Background: an optimization exercise with open tools, aiming at small area and a short achievable clock period. Do not read the settings as production practice.
Function was checked by simulation only, so behaviour that the tests miss may differ from the original.
No activity file was given, so power comes from the tool's default toggle rates.

## run 1
==> flow/design.v (excerpt) <==
module data_path (
    input  wire        clk,
    input  wire        reset,
    input  wire [31:0] instr,
    input  wire [31:0] read_data,
    input  wire        irq,
    input  wire        firq,
    output wire [31:0] pc,
    output wire [31:0] addr_data,
    output wire [31:0] write_data,
    output wire        we
);
Size: ~8900 cells after synthesis, roughly 170 I/O pins, ~0.075 mm2 of cells after synthesis.
==> flow/config.mk <==
export PLATFORM = sky130hd
export DESIGN_NAME = data_path
export DESIGN_NICKNAME = data_path
export VERILOG_FILES = /design/flow/design.v
export SDC_FILE = /design/flow/constraint.sdc
export NUM_CORES = 4
export LEC_CHECK = 0
export ABC_AREA = 1
export CAP_MARGIN = 30
export CELL_PAD_IN_SITES_DETAIL_PLACEMENT = 1
export CELL_PAD_IN_SITES_GLOBAL_PLACEMENT = 2
export CORE_MARGIN = 2
export CORE_UTILIZATION = 45
export CTS_CLUSTER_DIAMETER = 100
export CTS_CLUSTER_SIZE = 20
export PLACE_DENSITY = 0.55
export SLEW_MARGIN = 30
==> flow/constraint.sdc <==
create_clock -name core_clock -period 15.0 [get_ports {clk}]
set_input_delay 3.0000 -clock core_clock [delete_from_list [all_inputs] [get_ports {clk}]]
set_output_delay 3.0000 -clock core_clock [all_outputs]
set_load 0.01 [all_outputs]
standard.sh (not shown) runs the stock make flow with config.mk's settings and CLKGATE_MAP_FILE= SYNTH_SCRIPT=/design/flow/synth_recipe.tcl, a recipe that flattens the netlist after the stock synthesis.
==> flow/flow/run.sh <==
#!/bin/bash
# Layout: the standard ORFS flow (standard.sh), unchanged except that
# timing repair (floorplan, CTS and global-route repair_timing) aims for a
# larger setup slack than the default, so that it sizes and buffers the
# critical paths instead of stopping once the 15 ns clock is met.  The SDC,
# clock period, synthesis and every other step are the standard ones.
set -euo pipefail
cd "$(dirname "$0")/.."
bash standard.sh SETUP_SLACK_MARGIN=9.5 finish > flow_make.log 2>&1
Run 1 has completed all stages; timing, DRC and antenna checks passed.
Relative to run 1, the following input files were edited for run 2:
==> flow/flow/run.sh <==
#!/bin/bash
# Layout: the standard ORFS flow (standard.sh), unchanged except that
# timing repair (floorplan, CTS and global-route repair_timing) aims for a
# larger setup slack than the default and uses only unbuffer, sizing, pin
# swap and cloning moves (no rebuffering), so that it sizes the critical
# paths instead of stopping once the 15 ns clock is met.  The SDC, clock
# period, synthesis and every other step are the standard ones.
set -euo pipefail
cd "$(dirname "$0")/.."
bash standard.sh SETUP_SLACK_MARGIN=9.5 SETUP_MOVE_SEQUENCE=unbuffer,sizeup,swap,clone finish > flow_make.log 2>&1
Notes after the runs:
- Run 2 closes out successfully: all stages finished, all timing, DRC and antenna checks passed.
- Run 1 | status: complete | timing, DRC, antenna: pass
- Looking at number of global-route vias before repair, run 2 sits about 1.3% lower than run 1 does.
- Vias: run 2 below run 1
- Going from run 1 to run 2, the setup slack was found to have gone down by 0.010 ns.
- The cell count along the critical path in run 2 is 1.09 times that in run 1.
- Synthesized cell count came out exactly the same in run 2 and run 1.
[inputs] run 3 vs run 2
Settings: CTS_CLUSTER_SIZE removed (was 20); CTS_CLUSTER_DIAMETER removed (was 100); ABC_AREA removed (was 1).
==> flow/flow/run.sh <==
#!/bin/bash
# Layout: the standard ORFS flow (standard.sh), unchanged except that
# timing repair (floorplan, CTS and global-route repair_timing) aims for a
# larger setup slack than the default, so that it sizes and buffers the
# critical paths instead of stopping once the 15 ns clock is met.  The SDC,
# clock period, synthesis and every other step are the standard ones.
set -euo pipefail
cd "$(dirname "$0")/.."
bash standard.sh SETUP_SLACK_MARGIN=9.5 finish > flow_make.log 2>&1
==> comparison <==
- Run 3 completed every stage of the flow, and the final layout passed the timing, DRC and antenna checks.
- Run 2: all stages complete, timing, DRC and antenna checks passed
- The higher number of logic stages on the critical path including buffering came out of run 2.
- Run 2 → run 3: arrival time at the worst endpoint went up, synthesized area went down, minimum period implied by the final worst setup slack went up, fraction of met3 tracks used by global routing went up, net switching fraction of the power went down.
- Die area | run 3 < run 2
- Lower horizontal extent of the die goes to run 3 over run 2.
- In the tables for run 3 and run 2, leakage dissipation reads higher with run 2.
- The relative max-transition margin reported for run 3 is smaller than that of run 2 by 4.3 points.
- When run 3 is measured against run 2, its highest fanout seen on the critical path turns out 5 higher.
Input changes introduced in run 4 (baseline for comparison: run 3):
Settings: an added CTS_CLUSTER_DIAMETER of 100; an added CTS_CLUSTER_SIZE of 20.
==> flow/flow/run.sh <==
#!/bin/bash
# Layout: the standard ORFS flow (standard.sh), unchanged except that
# timing repair (floorplan, CTS and global-route repair_timing) aims for a
# larger setup slack than the default and uses only unbuffer, sizing, pin
# swap and cloning moves (no rebuffering), so that it sizes the critical
# paths instead of stopping once the 15 ns clock is met.  The SDC, clock
# period, synthesis and every other step are the standard ones.
set -euo pipefail
cd "$(dirname "$0")/.."
bash standard.sh SETUP_SLACK_MARGIN=9.5 SETUP_MOVE_SEQUENCE=unbuffer,sizeup,swap,clone finish > flow_make.log 2>&1
Results
From run 3 to run 4 the numbers moved as follows: post-route minimum period picked up an extra 0.17 ns; count of multi-input gates ~0 delta.
[run 4] area occupied by multi-input gates fell 0.60% relative to run 3
Going from run 3 to run 4, post-synthesis xor/xnor area fraction did not really move, largest net degree at the start of global routing moved up.
Taking run 3 as the reference, in run 4 data arrival at the endpoint of the critical path picked up an extra 0.12 ns, power lost 13%, final area lost about 4.4%.
### run 4 -> run 5
==> flow/flow/run.sh <==
#!/bin/bash
# Layout: the standard ORFS flow (standard.sh), unchanged except that
# timing repair (floorplan, CTS and global-route repair_timing) aims for a
# larger setup slack than the default, so that it sizes and buffers the
# critical paths instead of stopping once the 15 ns clock is met.  The SDC,
# clock period, synthesis and every other step are the standard ones.
set -euo pipefail
cd "$(dirname "$0")/.."
bash standard.sh SETUP_SLACK_MARGIN=9.5 finish > flow_make.log 2>&1
## What came out
Run 5 | stages: all done | timing, DRC, antenna: all pass. Run 5 against run 4: final area picked up an extra 0.0022 mm2; fraction of standard cell area that is sequential lost 0.91 points. Arrival time at the worst endpoint down 0.08 ns in run 5 wrt run 4. Cmp run 5 vs run 4: setup slack higher in run 5. Of run 5 and run 4, the higher final antenna diode count belongs to run 5. In the reports for run 5 and run 4, the smaller total wire length after detailed routing belongs to run 4. Between run 5 and run 4, the sum of routed wire segments on met1 figures differ only marginally. In run 5 the global router's overall resource usage turned out 0.78 points higher than in run 4.


before:
data_path, a different RTL version from the one above (not shown whole).
Size: roughly 7,400 cells after synthesis, roughly 170 I/O pins, ~75,000 um2 of cells after synthesis.
export LEC_CHECK = 0
export CAP_MARGIN = 30
export CELL_PAD_IN_SITES_DETAIL_PLACEMENT = 1
export CELL_PAD_IN_SITES_GLOBAL_PLACEMENT = 2
export CORE_MARGIN = 2
export CORE_UTILIZATION = 45
export PLACE_DENSITY = 0.55
export SLEW_MARGIN = 30
create_clock -name core_clock -period 15.0 [get_ports {clk}]
==> flow/flow/run.sh <==
#!/bin/bash
# Layout: the standard ORFS flow (standard.sh), unchanged except that
# timing repair (floorplan, CTS and global-route repair_timing) aims for a
# larger setup slack than the default, so that it sizes and buffers the
# critical paths instead of stopping once the 15 ns clock is met.  The SDC,
# clock period, synthesis and every other step are the standard ones.
set -euo pipefail
cd "$(dirname "$0")/.."
bash standard.sh SETUP_SLACK_MARGIN=9.5 finish > flow_make.log 2>&1
before | status: complete | timing, DRC, antenna: pass
What after does differently from before at the input level:
- CTS_CLUSTER_DIAMETER: unset -> 100
- ABC_AREA: unset -> 1
- CTS_CLUSTER_SIZE: unset -> 20
==> flow/flow/run.sh <==
#!/bin/bash
# Layout: the standard ORFS flow (standard.sh), unchanged except that
# timing repair (floorplan, CTS and global-route repair_timing) aims for a
# larger setup slack than the default and uses only unbuffer, sizing, pin
# swap and cloning moves (no rebuffering), so that it sizes the critical
# paths instead of stopping once the 15 ns clock is met.  The SDC, clock
# period, synthesis and every other step are the standard ones.
set -euo pipefail
cd "$(dirname "$0")/.."
bash standard.sh SETUP_SLACK_MARGIN=9.5 SETUP_MOVE_SEQUENCE=unbuffer,sizeup,swap,clone finish > flow_make.log 2>&1
[summary]
after has completed all stages; timing, DRC and antenna checks passed. Multiplexer area fraction after synthesis, after and before, higher one = before. Summary of after over before: non-clock buffer instance count of the final layout decreased 193; die area was more or less identical; post-DP HPWL went up about 11%; post-route total power saw a decrease; number of cells produced by synthesis now sits higher. Smallest setup slack after layout ended up 0.17 ns lower on after than on before. Re fraction of area in clock buffers and inverters: after is 2.5 points down on before. Cell count: after higher than before. Looking at after and before, the initial standard-cell utilization of the core is a wash. Fraction of the cycle the final worst path needs (after over before): increase, 1.2 points.


Starting RTL as in the previous note.
Settings: LEC_CHECK=0, CAP_MARGIN=30, CELL_PAD_IN_SITES_DETAIL_PLACEMENT=1, CELL_PAD_IN_SITES_GLOBAL_PLACEMENT=2, CORE_MARGIN=2, CORE_UTILIZATION=45, CTS_CLUSTER_DIAMETER=100, CTS_CLUSTER_SIZE=20, PLACE_DENSITY=0.55, SLEW_MARGIN=30; clock period 15.0 ns.
==> flow/flow/run.sh <==
#!/bin/bash
# Layout: the standard ORFS flow (standard.sh), unchanged except that
# timing repair (floorplan, CTS and global-route repair_timing) aims for a
# larger setup slack than the default, so that it sizes and buffers the
# critical paths instead of stopping once the 15 ns clock is met.  The SDC,
# clock period, synthesis and every other step are the standard ones.
set -euo pipefail
cd "$(dirname "$0")/.."
bash standard.sh SETUP_SLACK_MARGIN=9.5 finish > flow_make.log 2>&1
==> next run, changes <==
ABC_AREA = 1   (was not set)
The new run finished with timing, DRC and antenna clean.
Utilization decreases by 0.70 points.
Worst setup slack improves by 0.073 ns.
Final area shrinks by about 1.4%.
Critical path depth climbs by 1.
Worst hold slack gets worse by 0.063 ns.


Starting RTL as in the previous note.
==> flow/config.mk <==
export PLATFORM = sky130hd
export DESIGN_NAME = data_path
export DESIGN_NICKNAME = data_path
export VERILOG_FILES = /design/flow/design.v
export SDC_FILE = /design/flow/constraint.sdc
export NUM_CORES = 4
export LEC_CHECK = 0
export ABC_AREA = 1
export CAP_MARGIN = 30
export CELL_PAD_IN_SITES_DETAIL_PLACEMENT = 1
export CELL_PAD_IN_SITES_GLOBAL_PLACEMENT = 2
export CORE_MARGIN = 2
export CORE_UTILIZATION = 45
export CTS_CLUSTER_DIAMETER = 100
export CTS_CLUSTER_SIZE = 20
export PLACE_DENSITY = 0.55
export SLEW_MARGIN = 30
==> flow/constraint.sdc <==
create_clock -name core_clock -period 15.0 [get_ports {clk}]
set_input_delay 3.0000 -clock core_clock [delete_from_list [all_inputs] [get_ports {clk}]]
set_output_delay 3.0000 -clock core_clock [all_outputs]
set_load 0.01 [all_outputs]
==> flow/flow/run.sh <==
#!/bin/bash
# Layout: the standard ORFS flow (standard.sh), unchanged except that
# timing repair (floorplan, CTS and global-route repair_timing) aims for a
# larger setup slack than the default, so that it sizes and buffers the
# critical paths instead of stopping once the 15 ns clock is met.  The SDC,
# clock period, synthesis and every other step are the standard ones.
set -euo pipefail
cd "$(dirname "$0")/.."
bash standard.sh SETUP_SLACK_MARGIN=10 finish > flow_make.log 2>&1
Change:
--- a/flow/flow/run.sh
+++ b/flow/flow/run.sh
@@ -7,3 +7,3 @@
 set -euo pipefail
 cd "$(dirname "$0")/.."
-bash standard.sh SETUP_SLACK_MARGIN=10 finish > flow_make.log 2>&1
+bash standard.sh SETUP_SLACK_MARGIN=8.5 finish > flow_make.log 2>&1
ABC_AREA = unset   (was 1)
CORE_UTILIZATION = 35   (was 45)
CTS_CLUSTER_DIAMETER = unset   (was 100)
CTS_CLUSTER_SIZE = unset   (was 20)
PLACE_DENSITY = 0.42   (was 0.55)
What happened:
- combinational power shrinks by about a fifth
- sequential share of layout area barely changes
- clock skew shrinks by 0.033 ns
- global-route usage shrinks by 9.3 points
- via count shrinks by roughly a tenth
- non-clock buffer count shrinks by 104

[static timing again, ports no longer ideal]
In the flow no input, the clock included, has a driving cell. The finished layouts below were timed again as built, in two steps.
Step 1, drivers: a clkbuf_16 drives clk and a buf_2 each remaining input, both assumed.
Step 2, shift: input delay + t, output delay - t, t = (earliest + latest rising clock arrival at the registers) / 2. This alone moves slack from input paths to output paths.
a / b / c = ideal ports / drivers / drivers and shift; a / b = the first two.
run | t (ns) | setup WS [ns] | worst setup path after step 2 | latest minus earliest clock arrival (ns) | pins driven straight from the clock port
run 1 | 0.846 | 8.572 / 8.572 / 8.369 | input to register | 0.070 / 0.070 | 1
run 2 | 0.850 | 8.562 / 8.562 / 8.147 | input to register | 0.076 / 0.075 | 1
run 3 | 0.885 | 8.506 / 8.506 / 8.413 | input to register | 0.053 / 0.053 | 1
run 4 | 0.829 | 8.332 / 8.333 / 8.333 | register to register | 0.050 / 0.049 | 1
run 5 | 0.822 | 8.410 / 8.410 / 8.377 | input to register | 0.050 / 0.050 | 1
before | 0.883 | 8.829 / 8.829 / 8.525 | input to register | 0.081 / 0.081 | 1
after | 0.847 | 8.655 / 8.655 / 8.625 | input to register | 0.055 / 0.055 | 1
the first run of note 3 | 0.834 | 8.727 / 8.727 / 8.601 | input to register | 0.063 / 0.064 | 1
the second run of note 3 | 0.862 | 8.799 / 8.799 / 8.573 | input to register | 0.058 / 0.058 | 1
the first run of note 4 | 0.846 | 8.802 / 8.802 / 8.802 | register to register | 0.105 / 0.105 | 1
the second run of note 4 | 0.933 | 8.526 / 8.526 / 7.687 | input to register | 0.076 / 0.075 | 1
After both steps every run listed still meets setup and hold. The setup slack of the second run of note 4, which loses most, moves by 0.000 ns with the drivers and by -0.839 ns with both steps.
